Context: an optimization exercise on an open-source flow, tuned for small area. The choices shown serve that exercise and are no tape-out recipe. The RTL was checked by simulation tests, not by an equivalence proof against the original design. Power and IR drop assume default switching activity.

### design.v
module scct_counter (
    input             clk,
    input             rst,
    input      [31:0] wd,         
    input             wen_ctr,
    input             wen_psc,
    input             wen_ie,
    input             wen_is,
    output reg [31:0] ctr,
    output reg        chg,        
    output reg [31:0] psc,
    output reg        ie,
    output reg        is
);
   reg [31:0] pd;
   reg        ovf;
   wire [32:0] dec = {1'b0, pd} - 33'd1;
   wire        tick = dec[32];
   wire [32:0] inc = {1'b0, ctr} + {32'd0, tick};
   wire w_ctr = ~rst & wen_ctr;
   wire h_ctr = ~rst & ~wen_ctr;
   wire w_psc = ~rst & wen_psc;
   wire h_psc = ~rst & ~wen_psc;
   wire w_ie  = ~rst & wen_ie;
   wire h_ie  = ~rst & ~wen_ie;
   always @(posedge clk) begin
      ctr <= ({32{w_ctr}} & wd) | ({32{h_ctr}} & inc[31:0]);
      psc <= ({32{w_psc}} & wd) | ({32{h_psc}} & psc);
      ie  <= (w_ie & wd[0]) | (h_ie & ie);
   end
   always @(posedge clk or posedge rst)
     if (rst) begin
        chg <= 0; is <= 0; pd <= 0; ovf <= 0;
     end else begin
        pd  <= dec[31:0] & (psc | {32{~tick}});
        chg <= tick;
        ovf <= inc[32] & ~wen_ctr;
        if (ovf) is <= ie;
        else if (wen_is & wd[0]) is <= 1'b0;
     end
endmodule
module scct_channel (
    input             clk,
    input             rst,
    input      [31:0] ctr,
    input             chg,
    input      [31:0] wd,
    input             wd_k,       
    input      [1:0]  wd_act,     
    input             wen_ms,
    input             wen_act,
    input             wen_ie,
    input             wen_is,
    input             wen_ocf,
    input             wen_cc,
    input             pin_i,
    output reg        sel,
    output reg [1:0]  act,
    output reg        ie,
    output reg        is,
    output reg        out,
    output     [31:0] cc
);
   reg pend, last;
   reg [31:0] ccn;
   assign cc = ~ccn;
   wire match = sel & chg & (cc == ctr);
   wire cap   = ~sel & ((act[0] & ~last & pin_i) | (act[1] & last & ~pin_i));
   wire frc   = sel & wen_ocf & wd_k;
   wire isclr = wen_is & wd_k;
   wire ev    = match | cap;
   wire s_cap  = ~rst & cap;
   wire s_wr   = ~rst & ~cap & wen_cc;
   wire s_hold = ~rst & ~cap & ~wen_cc;
   always @(posedge clk) begin
      ccn  <= ~(({32{s_cap}} & ctr) | ({32{s_wr}} & wd) | ({32{s_hold}} & cc));
      sel  <= ~rst & (wen_ms ? wd_k : sel);
      act  <= {2{~rst}} & (wen_act ? wd_act : act);
      ie   <= ~rst & (wen_ie ? wd_k : ie);
      pend <= ~rst & ((ev & ~(wen_ms & (wd_k ^ sel))) | (pend & ~wen_ms & ~isclr));
   end
   always @(posedge clk or posedge rst)
     if (rst) begin
        is <= 0; out <= 0; last <= 0;
     end else begin
        is <= ~isclr & ie & pend;
        if (match | frc)
          case (act)
            2'd1: out <= 1'b1;
            2'd2: out <= 1'b0;
            2'd3: out <= ~out;
            default: ;
          endcase
        last <= pin_i;
     end
endmodule
module scct (
    input             clk,
    input             rst,
    input      [4:0]  address,
    input             read,
    output reg [31:0] readdata,
    input      [31:0] writedata,
    input             write,
    output            irq,
    input      [7:0]  pins_i,
    output     [7:0]  pins_o
);
   reg        wv;
   reg [4:0]  wa;
   reg [31:0] wd;
   always @(posedge clk) begin
      wa <= address;
      wd <= writedata;
   end
   always @(posedge clk or posedge rst)
     if (rst) wv <= 1'b0;
     else wv <= write;
   wire wen_lo  = wv & (wa[4:2] == 3'b000);
   wire wen_ch  = wv & (wa[4:3] == 2'b01);
   wire wen_ccr = wv & wa[4] & ~wa[3];
   wire wen_ctr = wen_lo & (wa[1:0] == 2'd0);
   wire wen_psc = wen_lo & (wa[1:0] == 2'd1);
   wire wen_cie = wen_lo & (wa[1:0] == 2'd2);
   wire wen_cis = wen_lo & (wa[1:0] == 2'd3);
   wire wen_ms  = wen_ch & (wa[2:0] == 3'd0);
   wire wen_act = wen_ch & (wa[2:0] == 3'd1);
   wire wen_ie  = wen_ch & (wa[2:0] == 3'd2);
   wire wen_is  = wen_ch & (wa[2:0] == 3'd3);
   wire wen_ocf = wen_ch & (wa[2:0] == 3'd4);
   wire [31:0] ctr, psc;
   wire        chg, cie, cis;
   scct_counter u_ctr (
      .clk(clk), .rst(rst), .wd(wd),
      .wen_ctr(wen_ctr), .wen_psc(wen_psc), .wen_ie(wen_cie), .wen_is(wen_cis),
      .ctr(ctr), .chg(chg), .psc(psc), .ie(cie), .is(cis));
   wire [7:0]  sel, ie, is;
   wire [15:0] act;
   wire [31:0] cc [0:7];
   genvar k;
   generate
      for (k = 0; k < 8; k = k + 1) begin : ch
         scct_channel u_ch (
            .clk(clk), .rst(rst), .ctr(ctr), .chg(chg),
            .wd(wd), .wd_k(wd[k]), .wd_act(wd[2*k+1:2*k]),
            .wen_ms(wen_ms), .wen_act(wen_act), .wen_ie(wen_ie), .wen_is(wen_is),
            .wen_ocf(wen_ocf), .wen_cc(wen_ccr & (wa[2:0] == k)),
            .pin_i(pins_i[k]),
            .sel(sel[k]), .act(act[2*k+1:2*k]), .ie(ie[k]), .is(is[k]),
            .out(pins_o[k]), .cc(cc[k]));
      end
   endgenerate
   assign irq = cis | (|is);
   wire hit_ccr = address[4] & ~address[3];
   wire hit_lo  = (address[4:2] == 3'b000);
   wire hit_ch  = (address[4:3] == 2'b01);
   wire r_ctr = hit_lo & (address[1:0] == 2'd0);
   wire r_psc = hit_lo & (address[1:0] == 2'd1);
   wire r_cie = hit_lo & (address[1:0] == 2'd2);
   wire r_cis = hit_lo & (address[1:0] == 2'd3);
   wire r_ms  = hit_ch & (address[2:0] == 3'd0);
   wire r_act = hit_ch & (address[2:0] == 3'd1);
   wire r_ie  = hit_ch & (address[2:0] == 3'd2);
   wire r_is  = hit_ch & (address[2:0] == 3'd3);
   wire r_inp = hit_ch & (address[2:0] == 3'd5);
   wire r_out = hit_ch & (address[2:0] == 3'd6);
   wire hit   = hit_lo | hit_ccr | (hit_ch & (address[2:0] != 3'd7));
   reg [31:0] rbus;
   integer j;
   always @* begin
      rbus = ({32{r_ctr}} & ctr) | ({32{r_psc}} & psc)
           | {31'd0, r_cie & cie} | {31'd0, r_cis & cis}
           | {24'd0, {8{r_ms}} & sel} | {16'd0, {16{r_act}} & act}
           | {24'd0, {8{r_ie}} & ie} | {24'd0, {8{r_is}} & is}
           | {24'd0, {8{r_inp}} & pins_i} | {24'd0, {8{r_out}} & pins_o};
      for (j = 0; j < 8; j = j + 1)
        rbus = rbus | ({32{hit_ccr & (address[2:0] == j)}} & cc[j]);
   end
   always @(posedge clk or posedge rst)
     if (rst) readdata <= 32'd0;
     else if (read & hit) readdata <= rbus;
endmodule
### run.sh
#!/bin/bash
# synth_recipe.tcl (not shown) runs the flow's synth.tcl, then flattens the netlist and writes it again
# the make line also repeats each setting of config.mk as NAME=value (left out here)
make -C /OpenROAD-flow-scripts/flow DESIGN_CONFIG=/design/flow/config.mk WORK_HOME=/design/flow/orfs CLKGATE_MAP_FILE= SYNTH_SCRIPT=/design/flow/synth_recipe.tcl finish
### config.mk
export PLATFORM = sky130hd
export DESIGN_NAME = scct
export DESIGN_NICKNAME = scct
export VERILOG_FILES = /design/flow/design.v
export SDC_FILE = /design/flow/constraint.sdc
export NUM_CORES = 4
export LEC_CHECK = 0
export CAP_MARGIN = 20
export CORE_MARGIN = 2
export CORE_UTILIZATION = 45
export PLACE_DENSITY = 0.6
export SLEW_MARGIN = 20
### constraint.sdc
create_clock -name core_clock -period 8.0 [get_ports {clk}]
set_input_delay 1.6000 -clock core_clock [delete_from_list [all_inputs] [get_ports {clk}]]
set_output_delay 1.6000 -clock core_clock [all_outputs]
set_load 0.01 [all_outputs]
==> results of run 1 <==
## kinds of logic after synthesis
group	share of synthesized area (%)
flip-flops	43.5
XOR/XNOR	11.6
AO/OA/AOI/OAI	20.8
buffers and inverters	5.23
adder cells (fa/ha/maj)	0.159
multiplexers	0.170
AND/OR/NAND/NOR	18.6
## worst max-delay path by stage
stage | end | depth (start not counted)
after floorplan | u_ctr.psc[10] | 6
after global placement | u_ctr.ctr[30] | 11
after detailed placement | u_ctr.ctr[30] | 11
after CTS | u_ctr.ctr[30] | 11
after global routing | u_ctr.ctr[26] | 13
final | u_ctr.ctr[24] | 11
## cells in the mapped netlist (13+ instances only)
| cell | count | area share [%] |
|---|---|---|
| a31oi_1 | 39 | 1.0 |
| xor2_1 | 273 | 10 |
| nor2_2 | 15 | 0.40 |
| a2111oi_0 | 30 | 1.1 |
| o21ai_0 | 14 | 0.30 |
| a21oi_1 | 44 | 0.93 |
| nand2_1 | 99 | 1.6 |
| and3_1 | 15 | 0.40 |
| clkbuf_1 | 225 | 3.6 |
| nor4_1 | 40 | 1.1 |
| buf_1 | 55 | 0.87 |
| or3_1 | 23 | 0.61 |
| a221oi_1 | 267 | 9.9 |
| and2_1 | 13 | 0.34 |
| nand3_1 | 97 | 2.1 |
| nor3_1 | 44 | 0.93 |
| o22ai_1 | 72 | 1.9 |
| nand4_1 | 73 | 1.9 |
| dfxtp_1 | 398 | 34 |
| a211oi_1 | 40 | 1.3 |
| inv_1 | 17 | 0.27 |
| nor2_1 | 434 | 6.9 |
| a22o_1 | 33 | 1.2 |
| dfrtp_1 | 92 | 9.8 |
| o2111ai_1 | 17 | 0.63 |
| nand3b_1 | 19 | 0.60 |
| o2bb2ai_1 | 26 | 0.96 |
| xnor2_1 | 39 | 1.4 |
## power groups by stage
stage | clock (mW) | sequential [mW] | combinational [mW]
6_report | 2.56 | 2.72 | 0.566
3_5_place_dp | 0 | 2.76 | 0.545
3_3_place_gp | 0 | 2.76 | 0.536
5_1_grt | 2.66 | 2.73 | 0.596
4_1_cts | 2.56 | 2.71 | 0.548
2_1_floorplan | 0 | 2.69 | 0.335
## per-layer routing
layer	routed length [µm]	share of wire, %	vias up
met1	43700	38	11400
met2	47700	41	1912
met5	0	0	-
met3	16100	14	458
li1	-	-	9637
met4	8630	7.4	0
## worst max-delay path, stage by stage, from the launching register on
cell and delay, ps:
dfrtp_1 400, or4_4 550, or4b_4 580, or4_4 780, inv_1 180, ha_1 420, ha_1 260, and3_1 310
nand3_1 690, nor4_1 560, xnor2_1 100, a211oi_1 220
## cell type report
type / count / area share (%)
antenna: 2 / 0.0188
clock buffer: 78 / 5.87
clock inverter: 22 / 0.772
inverter: 17 / 0.249
multi-input combinational: 1864 / 46.1
sequential: 490 / 38.6
tap: 680 / 3.20
timing repair buffer: 154 / 5.19
## registers in the layout (all words and copies together) (netlist names), 5 cells and up
register and cells:
wa 5, ch.u_ch.act 16, readdata 32, ch.u_ch.out 8, ch.u_ch.ccn 256, ch.u_ch.sel 8
ch.u_ch.ie 8, u_ctr.ctr 32, wd 32, ch.u_ch.is 8, ch.u_ch.pend 8, ch.u_ch.last 8
u_ctr.pd 32, u_ctr.psc 32
## per-stage QoR
stage	hold slack, ps	cell area (µm²)	cells	utilization (%)
detailed placement	484	24800	3205	48.1
floorplan	435	23600	2664	-
CTS	496	26600	3305	51.5
global placement	471	24800	3204	48.0
finish	496	26600	3307	51.5
global route	505	26600	3305	51.5
==> reports/qor.csv, run 1 <==
metric,value,unit
min_path_type,register to register,
synth-edff-count,0,
drcViolationCount,0,
rsz0062_at_grt,false,
ioPinCount,90,
hold_viol_final,0,
pwr-share-seq,46.5,%
clock_latency,630,ps
num_vias,23400,
vdd_ir_drop_max,0.152,mV
yosysUniqueCellTypes,64,
grt_max_degree,65,
start_util,45.7,%
clkTransAtPathRegs,60,ps
fin_nets,2633,
cap_violations,0,
switching_share,27.9,%
hold_path_end,ch[2].u_ch.is,
worst_slew_pin_slew,1230,ps
post-route-period-util,64.4,%
fmax,194,MHz
antenna_found_initial,1,
drt-initial-drc-count,3831,
layout_common_cells,"nor2_1, dfxtp_1, xor2_1, a221oi_1",
pwr-share-clk,43.9,%
crit_type,register to register,
critical_path_required,8550,ps
drive_above_1_share,8.08,%
h-tree-depth,2,
tritoncts,yes,
total_power,5.85,mW
regArea,10300,µm²
fp.dieH,233,µm
avgViaCountPerCell,7.09,
multi_input_area,12200,µm²
postSynthAreaPerCell,8.86,µm²
antenna_left,0,
grt_overflow_total,0,
die_w,233,µm
reg2reg_slack,2840,ps
intPower,4.22,mW
cp.arrival,5700,ps
rr_endpoint,u_ctr.ctr[24],
yosys_register_bits,490,
synth-async-reset-ratio,18.8,%
final.setup_skew,13.5,ps
start_kind,register,
final_common_cell,nor2_1,
dieArea,54300,µm²
placementRows,83,
p_per_area,220,nW/µm²
grt-busiest-layer,met2,
startpoint,u_ctr.pd[20],
gp_congestion,1.01,
ys_seq_area_share,43.5,%
postCtsSetupRepairBufs,0,
synth-main-ff-cell,dfxtp_1,
grt_pass1_wl,164,mm
cts_max_path_buffers,3,
status,finished clean,
synth_warnings,3,
met3_usage,14.3,%
setup_tns,0,ps
post-route-min-period,5160,ps
syn_inst,2664,
path_max_fanout,28,
leakage,9.43,nW
cts_made_buffers,54,
wl_per_cell,35.1,µm
switchingPower,1.63,mW
synthesis.nets,2716,
ff2ff_path_depth,11,
io_buffers,89,
cts-root-buf,clkbuf_16,
cts_sinks,490,
core,51600,µm²
hp-start,ch[2].u_ch.pend,
pwr-share-comb,9.7,%
grt_usage,42.3,%
syn_to_final_growth,12.6,%
pre_cts_ws,2990,ps
slew_headroom,17.7,%
drt-total-wl,116,mm
cp-end-kind,register,
grt_pass1_vias,21900,
maxSlewViolCount,0,
ctsResizeCount,0,
syn_area,23600,µm²
r2r-start,u_ctr.pd[20],
use_met1,54.7,%
dp_hpwl,75.4,mm
grtUsageMet2,60.6,%
firstDrtPassIters,6,
ctsHoldBuffers,0,
fillers,4788,
timing.final.ws_setup,2840,ps
setup-violations-final,0,
hold_depth,1,
==> run 2: changes to the inputs <==
--- a/config.mk
+++ b/config.mk
@@ -10,2 +10,5 @@
 export CORE_UTILIZATION = 45
+export CTS_BUF_LIST = sky130_fd_sc_hd__clkbuf_8
+export CTS_CLUSTER_DIAMETER = 50
+export CTS_CLUSTER_SIZE = 15
 export PLACE_DENSITY = 0.6
==> run 2 against run 1 <==
Effect of this change: clock power shrank 21%; clock skew grew 15 ps; critical path type unchanged; register-to-register slack is essentially flat; count of clock-buffer cells in the layout shrank 19; utilization shrank 0.96 points; cell area shrank 1.9%; total power shrank 9.2%; via count grew 0.74%; first-iteration DRC count grew 1.6%; synthesized cell count is the same; maximum frequency shrank 0.16%; combinational power is essentially flat.
==> reports/qor.csv, run 2 <==
metric,value,unit
status,finished clean,
syn_area,23600,µm²
avgViaCountPerCell,7.14,
cts_made_buffers,52,
postSynthAreaPerCell,8.86,µm²
cts_sinks,490,
dieArea,54300,µm²
dp_hpwl,75.4,mm
fin_nets,2631,
design_area,26100,µm²
grt_pass1_wl,163,mm
ctsHoldBuffers,0,
final.setup_skew,28.5,ps
start_kind,register,
worst_slew_pin_slew,1210,ps
drt-initial-drc-count,3892,
h-tree-depth,2,
synthesis.nets,2716,
setup_tns,0,ps
post-route-min-period,5160,ps
total_power,5.31,mW
synth_warnings,3,
fp.dieH,233,µm
placementRows,83,
largest_reg_flops,256,
ctsResizeCount,0,
yosys_register_bits,490,
path_max_fanout,28,
leakage,9.21,nW
grt_overflow_total,0,
final_common_cell,nor2_1,
cap_violations,0,
io_buffers,89,
start_util,45.7,%
syn_inst,2664,
cp-end-kind,register,
die_w,233,µm
core,51600,µm²
synth-main-ff-cell,dfxtp_1,
num_vias,23600,
syn_to_final_growth,10.5,%
p_per_area,203,nW/µm²
min_path_type,register to register,
maxSlewViolCount,0,
vdd_ir_drop_max,0.126,mV
ys_seq_area_share,43.5,%
grt_max_degree,65,
firstDrtPassIters,6,
regMostFlops,ch.u_ch.ccn,
synth-edff-count,0,
clock_latency,730,ps
drt-total-wl,116,mm
drive_above_1_share,8.35,%
setup-violations-final,0,
yosysTopAreaCell,dfxtp_1,
grt_usage,42.2,%
rsz0062_at_grt,false,
layout_common_cells,"nor2_1, dfxtp_1, xor2_1, a221oi_1",
hold_viol_final,0,
tritoncts,yes,
drcViolationCount,0,
cp.arrival,5800,ps
synth_top_area_share,33.8,%
synth_most_common_cell,nor2_1,
holdWs,497,ps
slew_headroom,19.6,%
grt_pass1_vias,21900,
antenna_found_initial,4,
synth_commonest_cells,"nor2_1, dfxtp_1, xor2_1",
yosysUniqueCellTypes,64,
post-route-period-util,64.6,%
critical_path_required,8640,ps
cts-root-buf,clkbuf_8,
crit_type,register to register,
synth-async-reset-ratio,18.8,%
ioPinCount,90,
synthTopCellsByArea,"dfxtp_1, xor2_1, a221oi_1",
cts_max_path_buffers,3,
gp_congestion,1.01,
clkTransAtPathRegs,90,ps
wl_per_cell,35.1,µm
fmax,194,MHz
postCtsSetupRepairBufs,0,
antenna_left,0,
post_dp_cell_area,24800,µm²
[run 2: cell counts after synthesis]
Identical to the previous run, type by type.
[run 2: cell type report]
class                      count  area [µm²]
antenna                        4        10.0
clock buffer                  59         812
clock inverter                39         457
fill                        4860       25500
inverter                      17        66.3
multi-input combinational   1864       12200
sequential                   490       10300
tap                          680         851
timing repair buffer         154        1380
[run 2: worst max-delay path, cell delays in order (launching register included)]
cell	delay, ps
dfrtp_1	410
or4_4	550
or4b_4	580
or4_4	770
inv_1	190
ha_1	410
ha_1	260
and3_1	320
nand3_1	690
nor4_1	560
xnor2_1	100
a211oi_1	230
[run 2: path summary, 6_finish.rpt]
kind / from / to / slack, ps / cells after the start
setup / recovery: u_ctr.pd[20] / u_ctr.ctr[24] / 2840 / 11
hold / removal: ch[7].u_ch.pend / ch[7].u_ch.is / 500 / 1
setup reg to reg: u_ctr.pd[20] / u_ctr.ctr[24] / 2840 / 11
hold reg to reg: ch[7].u_ch.pend / ch[7].u_ch.is / 500 / 1
max in group asynchronous: rst / readdata[27] / 5290 / 3
min in group asynchronous: rst / readdata[15] / 1240 / 2
[run 2: routing by layer]
metal	track usage (%)	share of wire, %	vias to the layer above
met5	1.47	0.092	-
met4	26.4	7.4	2
met3	14.1	14	475
met2	61.2	41	1913
met1	53.7	37	11600
li1	-	-	9647
[run 2: stage by stage]
stage	setup slack (ps)	utilization [%]	instances
after floorplan	2400	-	2664
after global placement	3020	48.0	3204
after detailed placement	2990	48.1	3205
after CTS	2950	50.5	3303
after global routing	2520	50.5	3304
final	2840	50.5	3307
[run 2: power by group]
part           leakage [nW]  switching [mW]  internal (mW)
Clock                 0.646            1.08          0.945
Combinational          4.16           0.352          0.212
Sequential             4.40           0.162           2.55
Total                  9.21            1.60           3.71
[run 2: logic make-up after synthesis]
| family | Yosys count | share of synthesized area, % |
|---|---|---|
| simple gates | 923 | 18.6 |
| buf+inv | 310 | 5.23 |
| fa+ha+maj | 3 | 0.159 |
| mux | 4 | 0.170 |
| xor+xnor | 312 | 11.6 |
| flops | 490 | 43.5 |
| compound gates | 622 | 20.8 |
==> run 3: changes to the inputs <==
==> flow/run.sh (new file) <==
#!/bin/bash
# The standard synthesis, then its combinational logic re-mapped by ABC with
# an area-oriented script (every register stays as synthesis made it), then
# the standard layout from that netlist, with the smallest buffer on the
# ports, small repair buffers and a clock tree without dummy loads.
set -euo pipefail
R=orfs/results/$FLOW_PLATFORM/scct/base
LIB=$FLOW_HOME/platforms/$FLOW_PLATFORM/lib/sky130_fd_sc_hd__tt_025C_1v80.lib
bash standard.sh synth > standard_synth.log 2>&1
cp $R/1_2_yosys.v $R/1_2_yosys_std.v
bash flow/remap.sh $R/1_2_yosys_std.v $R/1_2_yosys.v "$LIB" flow/area.abc \
  "$FLOW_HOME/platforms/$FLOW_PLATFORM/config.mk" remap
rm -f $R/1_synth.odb $R/1_synth.sdc
export BUFFER_PORTS_ARGS="-buffer_cell sky130_fd_sc_hd__buf_1"
# clock tree: clkbuf_8 leaf buffers on clusters of up to 15 sinks, no dummy loads
export CTS_ARGS="-sink_clustering_enable -repair_clock_nets -dont_use_dummy_load -buf_list sky130_fd_sc_hd__clkbuf_8 -sink_clustering_size 15 -sink_clustering_max_diameter 50"
# repair buffers no larger than buf_2
DU="$(sed -n '/DONT_USE_CELLS/,/^$/p' $FLOW_HOME/platforms/$FLOW_PLATFORM/config.mk | tr -d '\\' | tr ' ' '\n' | grep sky130 | tr '\n' ' ')"
DU="$DU sky130_fd_sc_hd__buf_4 sky130_fd_sc_hd__buf_6 sky130_fd_sc_hd__buf_8 sky130_fd_sc_hd__buf_12 sky130_fd_sc_hd__buf_16 sky130_fd_sc_hd__bufbuf_8 sky130_fd_sc_hd__bufbuf_16"
bash standard.sh ${TARGET:-finish} "DONT_USE_CELLS=$DU" > standard_layout.log 2>&1
==> flow/area.abc (new file) <==
&get -n
&st
&syn4
&dc2
&dch -f
&nf -R 1000
&st
&syn4
&dc2
&dch -f
&nf -R 1000
&put
==> flow/remap.sh (new file) <==
#!/bin/bash
# Re-map the combinational logic of a mapped netlist with ABC.
# Sequential cells are kept as they are (same instances, names and types).
# usage: remap.sh IN.v OUT.v LIB ABCSCRIPT CONFIG_MK LOGPREFIX
set -euo pipefail
IN=$1; OUT=$2; LIB=$3; ABC=$4; PCFG=$5; LOG=$6
W=$(dirname "$OUT")
# the library's combinational cells as techmap rules
yosys -l "${LOG}_cells.log" -p "read_liberty -ignore_miss_func $LIB; delete sky130_fd_sc_hd__df* sky130_fd_sc_hd__dl[rx]* sky130_fd_sc_hd__edf* sky130_fd_sc_hd__sdf* sky130_fd_sc_hd__sedf* *inputisolatch*; write_verilog -noattr $W/cells_comb.v" > /dev/null
DU=$(sed -n '/DONT_USE_CELLS/,/^$/p' "$PCFG" | tr -d '\\' | tr ' ' '\n' | grep sky130 | sed 's/^/-dont_use /' | tr '\n' ' ')
yosys -l "${LOG}_remap.log" -p "
read_liberty -lib $LIB
read_verilog $IN
hierarchy -top scct
techmap -map $W/cells_comb.v
techmap
opt -fast
opt_clean -purge
abc -script $ABC -liberty $LIB $DU
opt_clean -purge
hilomap -singleton -hicell sky130_fd_sc_hd__conb_1 HI -locell sky130_fd_sc_hd__conb_1 LO
insbuf -buf sky130_fd_sc_hd__buf_4 A X
splitnets
opt_clean -purge
tee -o ${LOG}_stat.txt stat -liberty $LIB
write_verilog -noattr -noexpr -nohex -nodec $OUT
" > /dev/null
==> standard.sh (new file) <==
#!/bin/bash
# synth_recipe.tcl (not shown) runs the flow's synth.tcl, then flattens the netlist and writes it again
# the make line also repeats each setting of config.mk as NAME=value (left out here)
make -C /OpenROAD-flow-scripts/flow DESIGN_CONFIG=/design/flow/config.mk WORK_HOME=/design/flow/orfs CLKGATE_MAP_FILE= SYNTH_SCRIPT=/design/flow/synth_recipe.tcl "${@:-finish}"
--- a/config.mk
+++ b/config.mk
@@ -10,5 +10,2 @@
 export CORE_UTILIZATION = 45
-export CTS_BUF_LIST = sky130_fd_sc_hd__clkbuf_8
-export CTS_CLUSTER_DIAMETER = 50
-export CTS_CLUSTER_SIZE = 15
 export PLACE_DENSITY = 0.6
removed: run.sh
==> run 3 against run 2 <==
Effect of this change: still clean on timing, DRC and antenna; count of clock-buffer cells in the layout fell by 9; via count grew 3.3%; total power decreased by 13%; sequential power barely moved; highest routed layer unchanged.
==> reports/qor.csv, run 3 <==
metric,value,unit
grt_pass1_wl,172,mm
slew_headroom,6.33,%
holdWs,472,ps
tritoncts,yes,
syn_to_final_growth,12.0,%
num_vias,24400,
io_buffers,89,
p_per_area,196,nW/µm²
fin_nets,2566,
post-route-period-util,95.7,%
fp.dieH,221,µm
vdd_ir_drop_max,0.174,mV
cp.arrival,8260,ps
largest_reg_flops,256,
cap_violations,0,
post-route-min-period,7650,ps
wl_per_cell,39.9,µm
core,46600,µm²
fillers,4393,
synth_warnings,3,
start_util,45.5,%
worstSetupEndpoint,u_ctr.ctr[31],
critPathSlowestCell,or4_4,
rr_endpoint,u_ctr.ctr[31],
r2r-start,u_ctr.pd[1],
setup_tns,0,ps
status,finished clean,
antenna_found_initial,7,
critPathMaxStageDelay,570,ps
final.setup_skew,67.2,ps
instances_no_fill,3129,
startpoint,u_ctr.pd[1],
path_max_fanout,5,
grt_overflow_total,0,
reg2reg_slack,350,ps
syn_area,21200,µm²
drt-total-wl,125,mm
min_path_type,register to register,
clock_latency,690,ps
grt_max_degree,36,
clkTransAtPathRegs,100,ps
drt-initial-drc-count,4447,
cts_max_path_buffers,3,
hold_viol_final,0,
fin_util,51.0,%
ioPinCount,90,
fmax,131,MHz
cts_made_buffers,50,
regMostFlops,ch.u_ch.ccn,
placementRows,79,
drcViolationCount,0,
drive_above_1_share,6.52,%
crit_top_cell,and3_1,
worst_slew_pin_slew,1400,ps
layout_common_cells,"nor2_1, dfxtp_1, a221oi_1, nand2_1, buf_1",
cts-root-buf,clkbuf_8,
cts_sinks,490,
start_kind,register,
maxSlewViolCount,0,
cp-end-kind,register,
dp_hpwl,88.6,mm
grt_usage,49.2,%
avgViaCountPerCell,7.79,
h-tree-depth,2,
critical_path_required,8610,ps
leakage,8.19,nW
antenna_left,0,
gp_congestion,1.09,
postSynthAreaPerCell,9.36,µm²
ff2ff_path_depth,33,
total_power,4.64,mW
ctsHoldBuffers,0,
dieArea,48900,µm²
dp_cells,3069,
firstDrtPassIters,8,
synthesis.nets,2313,
grt_pass1_vias,22200,
setup-violations-final,0,
syn_inst,2264,
die_w,221,µm
final_common_cell,nor2_1,
crit_type,register to register,
run 3: cell types whose count changed in the layout (fill, tap and decap cells not counted), sizes merged, moves of 29 or more:
cell,delta
a21oi,+72
a22o,+32
buf,+143
clkdlybuf4s50,-88
inv,-29
nand2,+56
nand3,-79
nand4,-50
nor2,-32
o21ai,+86
o221ai,+32
o22ai,+31
xor2,-221
run 3: stage by stage:
step	area, µm²	worst slack [ps]
4_1_cts	23600	51.9
3_3_place_gp	22900	26.9
5_1_grt	23700	-14.8
2_1_floorplan	21200	41.6
3_5_place_dp	22900	30.4
6_report	23700	347
run 3: area by class of cell:
cell class	count	area (µm²)	share of cell area, %
diodes	7	17.5	0.0738
repair buffers	209	862	3.63
inverters	6	28.8	0.121
clock buffers	50	688	2.90
flip-flops and latches	490	10300	43.3
well taps	607	759	3.20
multi-input cells	1760	11100	46.8
run 3: critical path: cells and delay by family (launching register included):
kind | cells | cell delay [ps]
buffers and inverters | 1 | 140
AOI/OAI and AO/OA | 2 | 170
DFF | 1 | 420
and+or+nand+nor | 30 | 6830
run 3: worst min-delay path by stage:
stage	from	endpoint	slack, ps	cells after the start
6_report	ch[6].u_ch.ie	ch[6].u_ch.is	470	1
5_1_grt	u_ctr.ie	u_ctr.is	490	2
4_1_cts	u_ctr.ie	u_ctr.is	470	2
3_5_place_dp	ch[4].u_ch.pend	ch[4].u_ch.is	470	1
3_3_place_gp	u_ctr.pd[27]	u_ctr.pd[27]	450	1
2_1_floorplan	u_ctr.psc[31]	u_ctr.pd[31]	430	2
run 3: routing by layer:
layer	vias to the layer above	global-route usage, %	share of wire [%]
met4	4	31.7	8.8
li1	9540	-	-
met3	611	17.0	14
met5	-	0	0.022
met1	11800	63.0	37
met2	2458	70.3	40
run 3: repair_timing:
item,4_1_cts,5_1_grt
hold endpoints to repair,0,0
resized for setup,1,17
setup buffers,0,3
pin swaps,0,2
setup endpoints to repair,1,6
run 3: where the power goes:
group / internal (mW) / switching [mW] / leakage, nW
logic: 0.160 / 0.344 / 3.42
registers: 2.56 / 0.147 / 4.41
clock network: 0.553 / 0.880 / 0.360
total: 3.27 / 1.37 / 8.19
==> run 4: changes to the inputs <==
--- a/design.v
+++ b/design.v
@@ -16,4 +16,6 @@
    reg        ovf;
-   wire [32:0] dec = {1'b0, pd} - 33'd1;
-   wire        tick = dec[32];
+   reg        pnz;         
+   wire [31:0] dec = pd - 32'd1;
+   wire        tick = ~pnz;
+   wire [31:0] pd_next = dec & (psc | {32{~tick}});
    wire [32:0] inc = {1'b0, ctr} + {32'd0, tick};
@@ -32,5 +34,6 @@
      if (rst) begin
-        chg <= 0; is <= 0; pd <= 0; ovf <= 0;
+        chg <= 0; is <= 0; pd <= 0; ovf <= 0; pnz <= 0;
      end else begin
-        pd  <= dec[31:0] & (psc | {32{~tick}});
+        pd  <= pd_next;
+        pnz <= |pd_next;
         chg <= tick;
==> run 4 against run 3 <==
Effect of this change: still clean; wire length up 0.33%; critical path depth down 13; die area is 0.61% higher; synthesized cell count up 1.1%; clock skew up 34 ps; utilization shrank 0.087 points; first-iteration DRC count up 3.2%; cell area hardly changed; sequential power is essentially flat; non-clock buffer count fell by 17; critical path type unchanged; highest routed layer unchanged.
==> reports/qor.csv, run 4 <==
metric,value,unit
leakage,8.14,nW
firstDrtPassIters,18,
pwr-share-comb,11.2,%
ctsResizeCount,0,
post-route-min-period,6190,ps
cts_made_buffers,49,
wl_met2,50.7,mm
dp_cells,3077,
start_util,45.7,%
cap_violations,0,
cts_max_path_buffers,3,
layout_common_cells,"nor2_1, dfxtp_1, a221oi_1, nand2_1, buf_1",
pwr-share-clk,30.5,%
drive_above_1_share,5.55,%
path_max_fanout,5,
post-route-period-util,77.4,%
drt-total-wl,125,mm
syn_area,21300,µm²
cts_sinks,491,
grt_max_degree,35,
placementRows,79,
core,46700,µm²
dp_hpwl,88.1,mm
clkTransAtPathRegs,90,ps
fp.dieH,222,µm
maxSlewViolCount,0,
dr_wl_met3,18.4,mm
vdd_ir_drop_max,0.169,mV
synthesis.nets,2338,
grt_pass1_wl,173,mm
cts-root-buf,clkbuf_8,
avgViaCountPerCell,7.75,
regArea,10300,µm²
postSynthAreaPerCell,9.32,µm²
postCtsSetupRepairBufs,0,
io_buffers,89,
final.setup_skew,102,ps
syn_inst,2289,
p_per_area,195,nW/µm²
fin_util,50.9,%
ioPinCount,90,
total_power,4.63,mW
largest_reg_flops,256,
multi_input_area,11200,µm²
grt_usage,49.4,%
h-tree-depth,2,
gp_congestion,1.07,
dieArea,49200,µm²
slew_headroom,10.0,%
start_kind,register,
worst_slew_pin_slew,1340,ps
rsz0062_at_grt,false,
instances_no_fill,3133,
cp.arrival,6730,ps
dr.max_layer_used,met5,
wl_per_cell,40.0,µm
hold_viol_final,0,
crit_type,register to register,
cp-end-kind,register,
die_w,222,µm
drcViolationCount,0,
min_path_type,register to register,
fin_nets,2573,
fmax,162,MHz
status,finished clean,
tritoncts,yes,
grt_pass1_vias,22600,
syn_to_final_growth,11.3,%
num_vias,24300,
clock_latency,720,ps
grt_overflow_total,0,
switching_share,29.5,%
ctsHoldBuffers,0,
setup-violations-final,0,
holdWs,461,ps
antenna_found_initial,5,
synth_warnings,3,
antenna_left,0,
wl_met1,44.7,mm
regMostFlops,ch.u_ch.ccn,
critical_path_required,8540,ps
pwr-share-seq,58.3,%
setup_tns,0,ps
fillers,4511,
intPower,3.27,mW
final_common_cell,nor2_1,
switchingPower,1.37,mW
drt-initial-drc-count,4589,
[run 4: cell types whose count changed in the layout (fill, tap and decap cells not counted), sizes merged, moves of 6 or more]
| cell | change |
|---|---|
| a21oi | +6 |
| and2 | +7 |
| clkinv | +6 |
| nor2 | +15 |
| a22oi | -6 |
| a221oi | +9 |
| nand2 | -12 |
| nor3 | +10 |
| xor2 | -13 |
| buf | -21 |
| and3 | -10 |
[run 4: final cells by class]
type                    count  share of cell area, %
flip-flops and latches    491                   43.4
repair buffers            192                   3.41
multi-input cells        1779                   47.0
diodes                      4                 0.0421
clock buffers              49                   2.84
well taps                 607                   3.20
inverters                  11                  0.184
[run 4: metal layers]
metal | global-route usage [%] | up-vias
met5 | 0.587 | -
met4 | 34.7 | 4
met3 | 17.5 | 597
met2 | 71.5 | 2385
met1 | 61.2 | 11700
li1 | - | 9630
[run 4: worst paths after layout]
| check | from | end | slack, ps | cells past startpoint |
|---|---|---|---|---|
| max | u_ctr.pd[1] | u_ctr.pnz | 1810 | 20 |
| min | u_ctr.ctr[18] | ch[0].u_ch.ccn[18] | 460 | 1 |
| max reg2reg | u_ctr.pd[1] | u_ctr.pnz | 1810 | 20 |
| min reg2reg | u_ctr.ctr[18] | ch[0].u_ch.ccn[18] | 460 | 1 |
| max in group asynchronous | rst | readdata[22] | 5210 | 4 |
| min in group asynchronous | rst | u_ctr.chg | 910 | 2 |
[run 4: per-stage QoR]
stage                     setup slack (ps)  instance area [µm²]
after floorplan                       1450                21300
after global placement                2160                23000
after detailed placement              1950                23000
after CTS                             1860                23700
after global routing                  1170                23700
final                                 1810                23700
[run 4: worst max-delay path: stages (launching register included)]
cell and delay [ps]:
dfrtp_1 410, or3_1 410, or2_0 300, nor4_1 270, nand2b_1 160, nor3_1 260
nand2b_1 150, nor3_1 200, nand2b_1 300, or4_1 570, nor3_1 280, nand2b_1 180
or4_1 520, or3_1 430, or3_1 390, or3_1 370, nor2_1 190, xnor2_1 150
nor2_1 80, nor4_1 250, nand3_1 110
[run 4: power groups by stage]
| stage | Clock (mW) | Sequential, mW | Combinational [mW] |
|---|---|---|---|
| after global routing | 1.47 | 2.71 | 0.543 |
| after global placement | 0 | 2.74 | 0.479 |
| after detailed placement | 0 | 2.75 | 0.490 |
| after CTS | 1.39 | 2.69 | 0.493 |
| after floorplan | 0 | 2.71 | 0.268 |
| final | 1.41 | 2.70 | 0.519 |
==> run 5: changes to the inputs <==
--- a/config.mk
+++ b/config.mk
@@ -9,4 +9,4 @@
 export CORE_MARGIN = 2
-export CORE_UTILIZATION = 45
-export PLACE_DENSITY = 0.6
+export CORE_UTILIZATION = 65
+export PLACE_DENSITY = 0.75
 export SLEW_MARGIN = 20
==> run 5 against run 4 <==
Effect of this change: still clean; combinational power shrank 2%; via count up 4.2%; global-route usage grew 15 points; worst setup slack gained 60 ps; first-iteration DRC count is 43% higher.
==> reports/qor.csv, run 5 <==
metric,value,unit
grt_overflow_total,0,
vdd_ir_drop_max,0.193,mV
pwr-share-comb,11.3,%
switchingPower,1.32,mW
ctsResizeCount,0,
grt_usage,64.0,%
maxSlewViolCount,0,
drive_above_1_share,5.32,%
postCtsSetupRepairBufs,0,
fmax,163,MHz
num_vias,25300,
use_met1,71.7,%
syn_area,21300,µm²
synth_warnings,3,
largest_reg_flops,256,
critPathSlowestCell,or4_1,
switching_share,29.1,%
path_max_fanout,5,
wl_per_cell,37.4,µm
grt_max_degree,43,
avgViaCountPerCell,8.56,
cts_made_buffers,43,
antenna_left,0,
critical_path_required,8500,ps
status,finished clean,
intPower,3.21,mW
ioPinCount,90,
hold_viol_final,0,
p_per_area,193,nW/µm²
cp-end-kind,register,
fp.dieH,185,µm
multi_input_area,11200,µm²
core,32500,µm²
leakage,8.06,nW
ctsHoldBuffers,0,
worstPathCellList,or3_1 > or2_0 > nor4_1 > nand2b_1 > nor3_1 > nand2b_1 > nor3_1 > nand2b_1 > or4_1 > nor3_1 > nand2b_1 > or4_1 > or3_1 > or3_1 > or3_1 > nor2_1 > xnor2_1 > nor2_1 > nor4_1 > nand3_1,
timing.final.ws_setup,1870,ps
pwr-share-seq,59.8,%
placementRows,66,
die_w,185,µm
min_path_type,register to register,
crit_buf_inv,0,
cts_sinks,491,
cp.arrival,6630,ps
worst_slew_pin_slew,1370,ps
drt-initial-drc-count,6582,
grt_pass1_wl,158,mm
rsz0062_at_grt,false,
gp_congestion,1.25,
crit_type,register to register,
clkTransAtPathRegs,100,ps
setup-violations-final,0,
dp_hpwl,73.6,mm
setup_tns,0,ps
synthesis.nets,2338,
dp_cells,2894,
slew_headroom,6.40,%
grt-busiest-layer,met2,
start_kind,register,
final.setup_skew,79.5,ps
post-route-min-period,6130,ps
antenna_found_initial,14,
syn_inst,2289,
cts-root-buf,clkbuf_8,
total_power,4.52,mW
drcViolationCount,0,
cap_violations,0,
dieArea,34300,µm²
drt-total-wl,110,mm
fillers,2512,
firstDrtPassIters,13,
h-tree-depth,2,
cts_max_path_buffers,3,
regMostFlops,ch.u_ch.ccn,
met3_usage,40.0,%
post-route-period-util,76.6,%
final_common_cell,nor2_1,
pwr-share-clk,29.0,%
instances_no_fill,2956,
clock_latency,660,ps
postSynthAreaPerCell,9.32,µm²
start_util,65.7,%
grt_pass1_vias,23200,
io_buffers,89,
regArea,10300,µm²
critPathMaxStageDelay,560,ps
critical-path-top-delay-family,simple AND/OR/NAND/NOR gates,
layout_common_cells,"nor2_1, dfxtp_1, a221oi_1, nand2_1, buf_1",
grtUsageMet2,83.8,%
tritoncts,yes,
fin_util,72.3,%
fin_nets,2553,
syn_to_final_growth,10.0,%
pre_cts_ws,1980,ps
[run 5: routing by layer]
layer	part of all wire [%]	vias to the layer above
li1	-	9597
met1	31	11300
met2	37	3156
met3	19	1189
met4	13	21
met5	0.32	-
[run 5: power by group through the flow]
stage	sequential (mW)	combinational (mW)	clock (mW)
5_1_grt	2.71	0.525	1.35
3_5_place_dp	2.75	0.460	0
4_1_cts	2.69	0.465	1.26
2_1_floorplan	2.71	0.268	0
6_report	2.70	0.510	1.31
3_3_place_gp	2.74	0.450	0
[run 5: area by class of cell]
type / instances / share of cell area, %
multi-input combinational: 1779 / 47.6
sequential: 491 / 43.9
timing repair buffer: 178 / 3.37
clock buffer: 43 / 2.52
tap: 442 / 2.36
inverter: 11 / 0.187
antenna: 12 / 0.128
[run 5: per-stage QoR]
stage                     hold WS (ps)  cell area, µm²
after floorplan                    436           21300
final                              480           23500
after detailed placement           461           22700
after CTS                          473           23300
after global placement             461           22700
after global routing               495           23400
[run 5: path summary, 6_finish.rpt]
path / startpoint / to / slack (ps) / depth (start not counted)
setup / recovery: u_ctr.pd[1] / u_ctr.pnz / 1870 / 20
hold / removal: ch[2].u_ch.ie / ch[2].u_ch.is / 480 / 1
setup reg to reg: u_ctr.pd[1] / u_ctr.pnz / 1870 / 20
hold reg to reg: ch[2].u_ch.ie / ch[2].u_ch.is / 480 / 1
max in group asynchronous: rst / readdata[20] / 4650 / 4
min in group asynchronous: rst / ch[2].u_ch.out / 1420 / 2
==> run 6: changes to the inputs <==
--- a/design.v
+++ b/design.v
@@ -113,6 +113,7 @@
    reg [4:0]  wa;
-   reg [31:0] wd;
+   reg [31:0] wdn;            
+   wire [31:0] wd = ~wdn;
    always @(posedge clk) begin
       wa <= address;
-      wd <= writedata;
+      wdn <= ~writedata;
    end
--- a/config.mk
+++ b/config.mk
@@ -9,4 +9,4 @@
 export CORE_MARGIN = 2
-export CORE_UTILIZATION = 65
-export PLACE_DENSITY = 0.75
+export CORE_UTILIZATION = 55
+export PLACE_DENSITY = 0.7
 export SLEW_MARGIN = 20
==> run 6 against run 5 <==
Effect of this change: combinational power is essentially flat; count of clock-buffer cells in the layout grew 5; cell area shrank 0.68%; largest power group unchanged; worst hold slack lost 22 ps; flip-flop and latch count is the same; synthesized area shrank 0.90%.
==> reports/qor.csv, run 6 <==
metric,value,unit
cts_sinks,491,
status,finished clean,
grt_max_degree,36,
use_met1,68.8,%
grtUsageMet2,79.9,%
gp_congestion,1.18,
synth_warnings,3,
timing.final.ws_setup,1470,ps
ctsResizeCount,0,
wl_per_cell,39.2,µm
drt-total-wl,121,mm
critPathSlowestCell,or4_1,
r2r-start,u_ctr.pd[2],
postCtsSetupRepairBufs,0,
critPathMaxStageDelay,530,ps
slew_headroom,12.7,%
ioPinCount,90,
firstDrtPassIters,11,
p_per_area,199,nW/µm²
setup-violations-final,0,
regMostFlops,ch.u_ch.ccn,
fillers,3297,
num_vias,25500,
cts-root-buf,clkbuf_8,
clkTransAtPathRegs,80,ps
path_max_fanout,5,
postSynthAreaPerCell,9.07,µm²
antenna_left,0,
path_depth,18,
die_w,200,µm
worstPathCellList,or3_1 > or2_0 > nor4_1 > nand2b_1 > or4_1 > nor3_1 > nand2b_1 > or3_1 > or2_0 > nor3_1 > nand2b_1 > or4_1 > or3_1 > or3_1 > or3_1 > nor3_1 > a21oi_1 > or4_1,
crit_top_cell,or3_1,
core,37800,µm²
cts_max_path_buffers,3,
dp_hpwl,83.9,mm
clock_latency,720,ps
cts_made_buffers,48,
syn_to_final_growth,10.2,%
critical-path-top-delay-family,simple AND/OR/NAND/NOR gates,
tritoncts,yes,
fp.dieH,200,µm
leakage,8.01,nW
met3_usage,35.0,%
cap_violations,0,
layout_common_cells,"dfxtp_1, o22ai_1, a21oi_1, nand2_1, o21ai_0",
cp-end-kind,register,
fin_nets,2609,
min_path_type,register to register,
cp.arrival,7090,ps
placementRows,71,
regArea,10300,µm²
avgViaCountPerCell,8.29,
rsz0062_at_grt,false,
rr_endpoint,u_ctr.pnz,
fin_util,61.7,%
final.setup_skew,65.9,ps
hold_viol_final,0,
grt-busiest-layer,met2,
pre_cts_ws,1540,ps
post-route-min-period,6530,ps
critical_path_required,8560,ps
setup_tns,0,ps
synthesis.nets,2380,
fmax,153,MHz
grt_overflow_total,0,
post-route-period-util,81.6,%
worst_slew_pin_slew,1310,ps
grt_usage,59.2,%
drt-initial-drc-count,5872,
final_common_cell,dfxtp_1,
crit_type,register to register,
drive_above_1_share,5.20,%
maxSlewViolCount,0,
reg2reg_slack,1470,ps
h-tree-depth,2,
io_buffers,89,
dieArea,40000,µm²
drcViolationCount,0,
start_kind,register,
syn_area,21100,µm²
grt_pass1_wl,166,mm
startpoint,u_ctr.pd[2],
vdd_ir_drop_max,0.153,mV
grt_pass1_vias,22800,
worstSetupEndpoint,u_ctr.pnz,
start_util,56.0,%
multi_input_area,10800,µm²
ctsHoldBuffers,0,
largest_reg_flops,256,
ff2ff_path_depth,18,
crit_buf_inv,0,
syn_inst,2331,
antenna_found_initial,11,
holdWs,458,ps
==> run 6: per-layer routing <==
metal  wire length (µm)  vias to the layer above
met5                434                        -
met4              12100                       32
met3              22900                      936
met2              45900                     2894
met1              39400                    12000
li1                   -                     9703
==> run 6: stage by stage <==
| step | power [mW] | cell area [µm²] | cells |
|---|---|---|---|
| floorplan | 2.98 | 21100 | 2331 |
| global placement | 3.20 | 22600 | 3019 |
| detailed placement | 3.23 | 22600 | 3020 |
| CTS | 4.55 | 23200 | 3068 |
| global route | 4.72 | 23300 | 3069 |
| finish | 4.64 | 23300 | 3081 |
==> run 6: layout make-up <==
| class | count | area share, % |
|---|---|---|
| Antenna cell | 12 | 0.129 |
| Clock buffer | 48 | 2.84 |
| Inverter | 40 | 0.655 |
| Multi-Input combinational cell | 1792 | 46.1 |
| Sequential cell | 491 | 44.2 |
| Tap cell | 511 | 2.74 |
| Timing Repair Buffer | 187 | 3.32 |
==> run 6: worst min path at each step <==
stage,start,to,cells after the start,slack [ps]
2_1_floorplan,u_ctr.ovf,u_ctr.is,1,420
3_3_place_gp,ch[3].u_ch.pend,ch[3].u_ch.is,1,430
3_5_place_dp,ch[0].u_ch.pend,ch[0].u_ch.is,1,440
4_1_cts,ch[0].u_ch.pend,ch[0].u_ch.is,1,450
5_1_grt,ch[0].u_ch.pend,ch[0].u_ch.is,1,470
6_report,ch[0].u_ch.pend,ch[0].u_ch.is,1,460
==> run 6: power by group <==
part           internal, mW  switching, mW  leakage (nW)
combinational         0.157          0.350          3.25
sequential             2.57          0.154          4.41
clock                 0.533          0.881         0.345
==> run 7: changes to the inputs <==
--- a/config.mk
+++ b/config.mk
@@ -9,4 +9,4 @@
 export CORE_MARGIN = 2
-export CORE_UTILIZATION = 55
-export PLACE_DENSITY = 0.7
+export CORE_UTILIZATION = 45
+export PLACE_DENSITY = 0.6
 export SLEW_MARGIN = 20
==> run 7 against run 6 <==
Effect of this change: total power is 1.3% higher; non-clock buffer count up 4; still clean on timing, DRC and antenna; final cell count rose by 3.1%; highest routed layer unchanged.
==> reports/qor.csv, run 7 <==
metric,value,unit
status,finished clean,
ioPinCount,90,
setup_tns,0,ps
design_area,23400,µm²
multi_input_area,10700,µm²
core,46500,µm²
cts_made_buffers,51,
maxSlewViolCount,0,
antenna_found_initial,13,
cts-root-buf,clkbuf_8,
synth_warnings,3,
start_kind,register,
regMostFlops,ch.u_ch.ccn,
ctsResizeCount,0,
clock_latency,730,ps
wl_per_cell,40.8,µm
dp_cells,3120,
largest_reg_flops,256,
start_util,45.5,%
fp.dieH,221,µm
postSynthAreaPerCell,9.07,µm²
critical_path_required,8560,ps
gp_congestion,1.08,
path_max_fanout,5,
grt_usage,52.0,%
rsz0062_at_grt,false,
syn_to_final_growth,10.9,%
drive_above_1_share,5.42,%
grt_pass1_wl,176,mm
drt-total-wl,130,mm
syn_area,21100,µm²
h-tree-depth,2,
post-route-period-util,82.6,%
instances_no_fill,3178,
holdWs,441,ps
avgViaCountPerCell,7.83,
dieArea,48700,µm²
post-route-min-period,6610,ps
worst_slew_pin_slew,1320,ps
cap_violations,0,
io_buffers,89,
die_w,221,µm
placementRows,79,
synthesis.nets,2380,
antenna_left,0,
crit_type,register to register,
postCtsSetupRepairBufs,0,
fillers,4555,
hold_depth,1,
setup-violations-final,0,
num_vias,24900,
tritoncts,yes,
cts_max_path_buffers,3,
cp-end-kind,register,
cts_sinks,491,
fmax,151,MHz
fin_nets,2616,
ctsHoldBuffers,0,
grt_overflow_total,0,
final_common_cell,dfxtp_1,
min_path_type,register to register,
syn_inst,2331,
hold_viol_final,0,
ff2ff_path_depth,19,
leakage,8.05,nW
slew_headroom,11.7,%
firstDrtPassIters,10,
vdd_ir_drop_max,0.168,mV
regArea,10300,µm²
final.setup_skew,79.2,ps
cp.arrival,7170,ps
clkTransAtPathRegs,110,ps
post_dp_cell_area,22700,µm²
dp_hpwl,91.5,mm
layout_common_cells,"dfxtp_1, o22ai_1, a21oi_1, nand2_1, o21ai_0",
drt-initial-drc-count,4669,
grt_pass1_vias,22300,
grt_max_degree,33,
p_per_area,201,nW/µm²
drcViolationCount,0,
-- run 7: changes by cell type in the layout (fill, tap and decap cells not counted), moves of 2 or more --
cell	delta
buf_2	+6
clkbuf_8	+3
diode_2	-6
nand3_1	+2
nand3_2	-2
nor4_1	+4
nor4_2	-4
-- run 7: final cells by class --
type                    instances  share of cell area [%]
multi-input cells            1792                    45.7
well taps                     607                    3.24
diodes                          6                  0.0640
inverters                      40                   0.651
clock buffers                  51                    2.99
repair buffers                191                    3.39
flip-flops and latches        491                    43.9
-- run 7: worst paths after layout --
path	from	endpoint	slack [ps]
min in group asynchronous	rst	ch[4].u_ch.is	1260
hold / removal	ch[0].u_ch.pend	ch[0].u_ch.is	440
max in group asynchronous	rst	u_ctr.pd[23]	4940
setup reg to reg	u_ctr.pd[1]	u_ctr.pnz	1390
hold reg to reg	ch[0].u_ch.pend	ch[0].u_ch.is	440
setup / recovery	u_ctr.pd[1]	u_ctr.pnz	1390
-- run 7: worst max-delay path: stages (launching register included) --
cell,delay (ps)
dfrtp_1,410
or3_1,380
or2_0,310
nor4_1,300
nand2b_1,170
or4_1,510
nor3_1,380
nand2b_1,190
or3_1,380
or2_0,290
nor3_1,290
nand2b_1,190
or4_1,530
or3_1,420
or3_1,400
or3_1,400
nor2_1,220
xnor2_1,150
nor2_1,80
or4_1,490
-- run 7: per-stage QoR --
stage               setup WS [ps]  util, %  power, mW
finish                       1390     50.5       4.70
global route                  981     50.4       4.77
CTS                          1390     50.4       4.63
detailed placement           1430     48.9       3.24
global placement             1610     48.8       3.23
floorplan                    2220        -       2.98
-- run 7: per-layer routing --
layer	GRT usage [%]	wire, µm	part of all wire, %
met1	65.4	46600	36
met2	73.1	51600	40
met3	22.0	20700	16
met4	32.8	10600	8.2
met5	0	182	0.14
-- run 7: where the power goes --
part | internal [mW] | leakage (nW) | switching [mW]
Sequential | 2.57 | 4.41 | 0.149
Combinational | 0.158 | 3.27 | 0.358
Clock | 0.564 | 0.367 | 0.908
==> run 8: changes to the inputs <==
--- a/design.v
+++ b/design.v
@@ -113,7 +113,6 @@
    reg [4:0]  wa;
-   reg [31:0] wdn;            
-   wire [31:0] wd = ~wdn;
+   reg [31:0] wd;
    always @(posedge clk) begin
       wa <= address;
-      wdn <= ~writedata;
+      wd <= writedata;
    end
--- a/flow/run.sh
+++ b/flow/run.sh
@@ -4,3 +4,4 @@
 # the standard layout from that netlist, with the smallest buffer on the
-# ports, small repair buffers and a clock tree without dummy loads.
+# ports, small repair buffers, a clock tree without dummy loads and the
+# non-critical gates downsized after global routing.
 set -euo pipefail
@@ -19,2 +20,2 @@
 DU="$DU sky130_fd_sc_hd__buf_4 sky130_fd_sc_hd__buf_6 sky130_fd_sc_hd__buf_8 sky130_fd_sc_hd__buf_12 sky130_fd_sc_hd__buf_16 sky130_fd_sc_hd__bufbuf_8 sky130_fd_sc_hd__bufbuf_16"
-bash standard.sh ${TARGET:-finish} "DONT_USE_CELLS=$DU" > standard_layout.log 2>&1
+bash standard.sh ${TARGET:-finish} "DONT_USE_CELLS=$DU" RECOVER_POWER=100 > standard_layout.log 2>&1
--- a/config.mk
+++ b/config.mk
@@ -9,4 +9,4 @@
 export CORE_MARGIN = 2
-export CORE_UTILIZATION = 45
-export PLACE_DENSITY = 0.6
+export CORE_UTILIZATION = 50
+export PLACE_DENSITY = 0.65
 export SLEW_MARGIN = 20
==> run 8 against run 7 <==
Effect of this change: the layout now fails its checks (max-capacitance violations, max-slew violations); sequential power about the same; non-clock buffer count up 2; wire length shrank 4.5%; critical path depth up 1; first-iteration DRC count is 15% higher; critical path type unchanged; highest routed layer unchanged.
==> reports/qor.csv, run 8 <==
metric,value,unit
status,"complete, but fails checks",
violations,"max-capacitance violations, max-slew violations",
postCtsSetupRepairBufs,0,
syn_inst,2289,
hold_depth,1,
antenna_left,0,
hold_viol_final,0,
num_vias,25000,
setup_tns,0,ps
use_met1,65.8,%
postSynthAreaPerCell,9.32,µm²
synth_warnings,3,
fmax,160,MHz
ff2ff_path_depth,20,
hold_path_end,ch[7].u_ch.is,
die_w,211,µm
holdWs,467,ps
r2r-start,u_ctr.pd[1],
clkTransAtPathRegs,100,ps
critPathSlowestCell,or4_1,
pwr-share-comb,11.1,%
syn_area,21300,µm²
io_buffers,89,
hp-start,ch[7].u_ch.ie,
core,42000,µm²
leakage,8.08,nW
syn_to_final_growth,10.5,%
avgViaCountPerCell,8.15,
met3_usage,25.0,%
cts_sinks,491,
ctsResizeCount,0,
min_path_type,register to register,
tritoncts,yes,
wl_per_cell,40.4,µm
cts-root-buf,clkbuf_8,
switching_share,30.0,%
h-tree-depth,2,
grt_max_degree,34,
worstPathCellList,or3_1 > or2_0 > nor4_1 > nand2b_1 > nor3_1 > nand2b_1 > nor3_1 > nand2b_1 > or4_1 > nor3_1 > nand2b_1 > or4_1 > or3_1 > or3_1 > or3_1 > nor2_1 > xnor2_1 > nor2_1 > nor4_1 > nand3_1,
intPower,3.24,mW
vdd_ir_drop_max,0.147,mV
cp.arrival,6860,ps
reg2reg_slack,1760,ps
grt_usage,54.5,%
rsz0062_at_grt,false,
switchingPower,1.39,mW
critPathMaxStageDelay,580,ps
clock_latency,750,ps
crit_type,register to register,
layout_common_cells,"nor2_1, dfxtp_1, a221oi_1, nand2_1",
critical-path-top-delay-family,simple AND/OR/NAND/NOR gates,
gp_congestion,1.12,
largest_reg_flops,256,
synthesis.nets,2338,
placementRows,75,
p_per_area,197,nW/µm²
final.setup_skew,109,ps
cap_violations,15,
worst_slew_pin_slew,3650,ps
maxSlewViolCount,396,
grt_pass1_wl,171,mm
start_util,50.7,%
critical_path_required,8620,ps
regMostFlops,ch.u_ch.ccn,
pwr-share-clk,30.4,%
drcViolationCount,0,
grtUsageMet2,74.0,%
firstDrtPassIters,13,
start_kind,register,
dieArea,44300,µm²
grt_overflow_total,0,
cts_made_buffers,47,
fin_nets,2572,
fp.dieH,211,µm
setup-violations-final,0,
rr_endpoint,u_ctr.pnz,
drive_above_1_share,4.72,%
cts_max_path_buffers,3,
ctsHoldBuffers,0,
cp-end-kind,register,
post-route-min-period,6240,ps
ioPinCount,90,
grt-busiest-layer,met2,
grt_pass1_vias,23200,
crit_buf_inv,0,
drt-total-wl,124,mm
fillers,3802,
pwr-share-seq,58.4,%
dp_hpwl,86.2,mm
drt-initial-drc-count,5371,
slew_headroom,-145,%
path_max_fanout,5,
post-route-period-util,78.0,%
antenna_found_initial,8,
final_common_cell,nor2_1,
==> run 8: area by class of cell <==
| cell class | instances | area (µm²) | share of cell area, % |
|---|---|---|---|
| multi-input cells | 1779 | 11100 | 47.0 |
| repair buffers | 193 | 818 | 3.47 |
| flip-flops and latches | 491 | 10300 | 43.7 |
| well taps | 539 | 674 | 2.86 |
| clock buffers | 47 | 647 | 2.74 |
| inverters | 11 | 42.5 | 0.180 |
| diodes | 7 | 17.5 | 0.0743 |
==> run 8: worst max path at each step <==
stage | start | to | slack (ps) | depth (start not counted)
after global placement | u_ctr.pd[1] | u_ctr.pnz | 2160 | 20
after floorplan | rst | ch[7].u_ch.ccn[0] | 1450 | 5
after global routing | u_ctr.pd[1] | u_ctr.pnz | 1250 | 20
final | u_ctr.pd[1] | u_ctr.pnz | 1760 | 20
after detailed placement | u_ctr.pd[1] | u_ctr.pnz | 1860 | 19
after CTS | u_ctr.pd[1] | u_ctr.pnz | 1860 | 19
==> run 8: metrics by stage <==
stage	area (µm²)	setup slack, ps	instances	total power [mW]	utilization (%)
after global placement	22900	2160	3005	3.21	54.4
after floorplan	21300	1450	2289	2.98	-
after global routing	23600	1250	3062	4.71	56.0
after detailed placement	22900	1860	3008	3.23	54.4
final	23600	1760	3067	4.63	56.1
after CTS	23500	1860	3055	4.54	56.0
==> run 8: per-layer routing <==
layer	vias up	share of wire (%)
li1	9614	-
met1	11700	34
met2	2778	38
met3	876	16
met4	10	11
met5	-	0.11
==> run 8: power by group through the flow <==
stage	Clock (mW)	Combinational (mW)	Sequential (mW)
floorplan	0	0.268	2.71
global placement	0	0.470	2.74
detailed placement	0	0.482	2.75
CTS	1.36	0.484	2.70
global route	1.46	0.532	2.71
finish	1.41	0.515	2.71
==> run 8: worst reg2reg max path: stages (launching register included) <==
cell and delay, ps:
dfrtp_1 410, or3_1 400, or2_0 300, nor4_1 290, nand2b_1 160, nor3_1 270
nand2b_1 160, nor3_1 210, nand2b_1 290, or4_1 580, nor3_1 320, nand2b_1 190
or4_1 530, or3_1 430, or3_1 400, or3_1 370, nor2_1 180, xnor2_1 150
nor2_1 90, nor4_1 310, nand3_1 110

-- re-timing with driven ports --
Ports are ideal in the flow. The routed layouts listed here were re-timed in OpenROAD. Step 1 (the two cells are an assumption about what drives the block):
set clk [get_ports {clk}]
set_driving_cell -lib_cell sky130_fd_sc_hd__clkbuf_16 $clk
set_driving_cell -lib_cell sky130_fd_sc_hd__buf_2 [delete_from_list [all_inputs] $clk]
Step 2, shift: input delay + t, output delay - t, t = (earliest + latest rising clock arrival at the registers) / 2. This alone moves slack from input paths to output paths. Three values: ideal, step 1, step 2; two values: the first two.
run	t, ns	slack for setup (ns)	hold WS [ns]	latest minus earliest clock arrival (ns)	worst register clock-pin slew, ns
run 1	0.693	2.844 / 2.844 / 2.831	0.496 / 0.496 / 0.496	0.015 / 0.015	0.07 / 0.07
run 2	0.768	2.836 / 2.836 / 2.811	0.497 / 0.497 / 0.497	0.029 / 0.029	0.11 / 0.11
run 3	0.722	0.347 / 0.347 / 0.347	0.472 / 0.472 / 0.472	0.078 / 0.078	0.11 / 0.11
run 4	0.730	1.810 / 1.810 / 1.810	0.461 / 0.461 / 0.461	0.103 / 0.103	0.10 / 0.10
run 5	0.675	1.870 / 1.870 / 1.870	0.480 / 0.480 / 0.480	0.080 / 0.080	0.10 / 0.10
run 6	0.740	1.474 / 1.474 / 1.474	0.458 / 0.458 / 0.458	0.066 / 0.067	0.10 / 0.10
run 7	0.748	1.395 / 1.395 / 1.395	0.441 / 0.441 / 0.441	0.088 / 0.089	0.11 / 0.11
run 8	0.752	1.759 / 1.759 / 1.320	0.467 / 0.467 / 0.467	0.110 / 0.110	0.10 / 0.10
The setup slack of run 8, which loses most, moves by 0.000 ns with the drivers and by -0.439 ns with both steps.
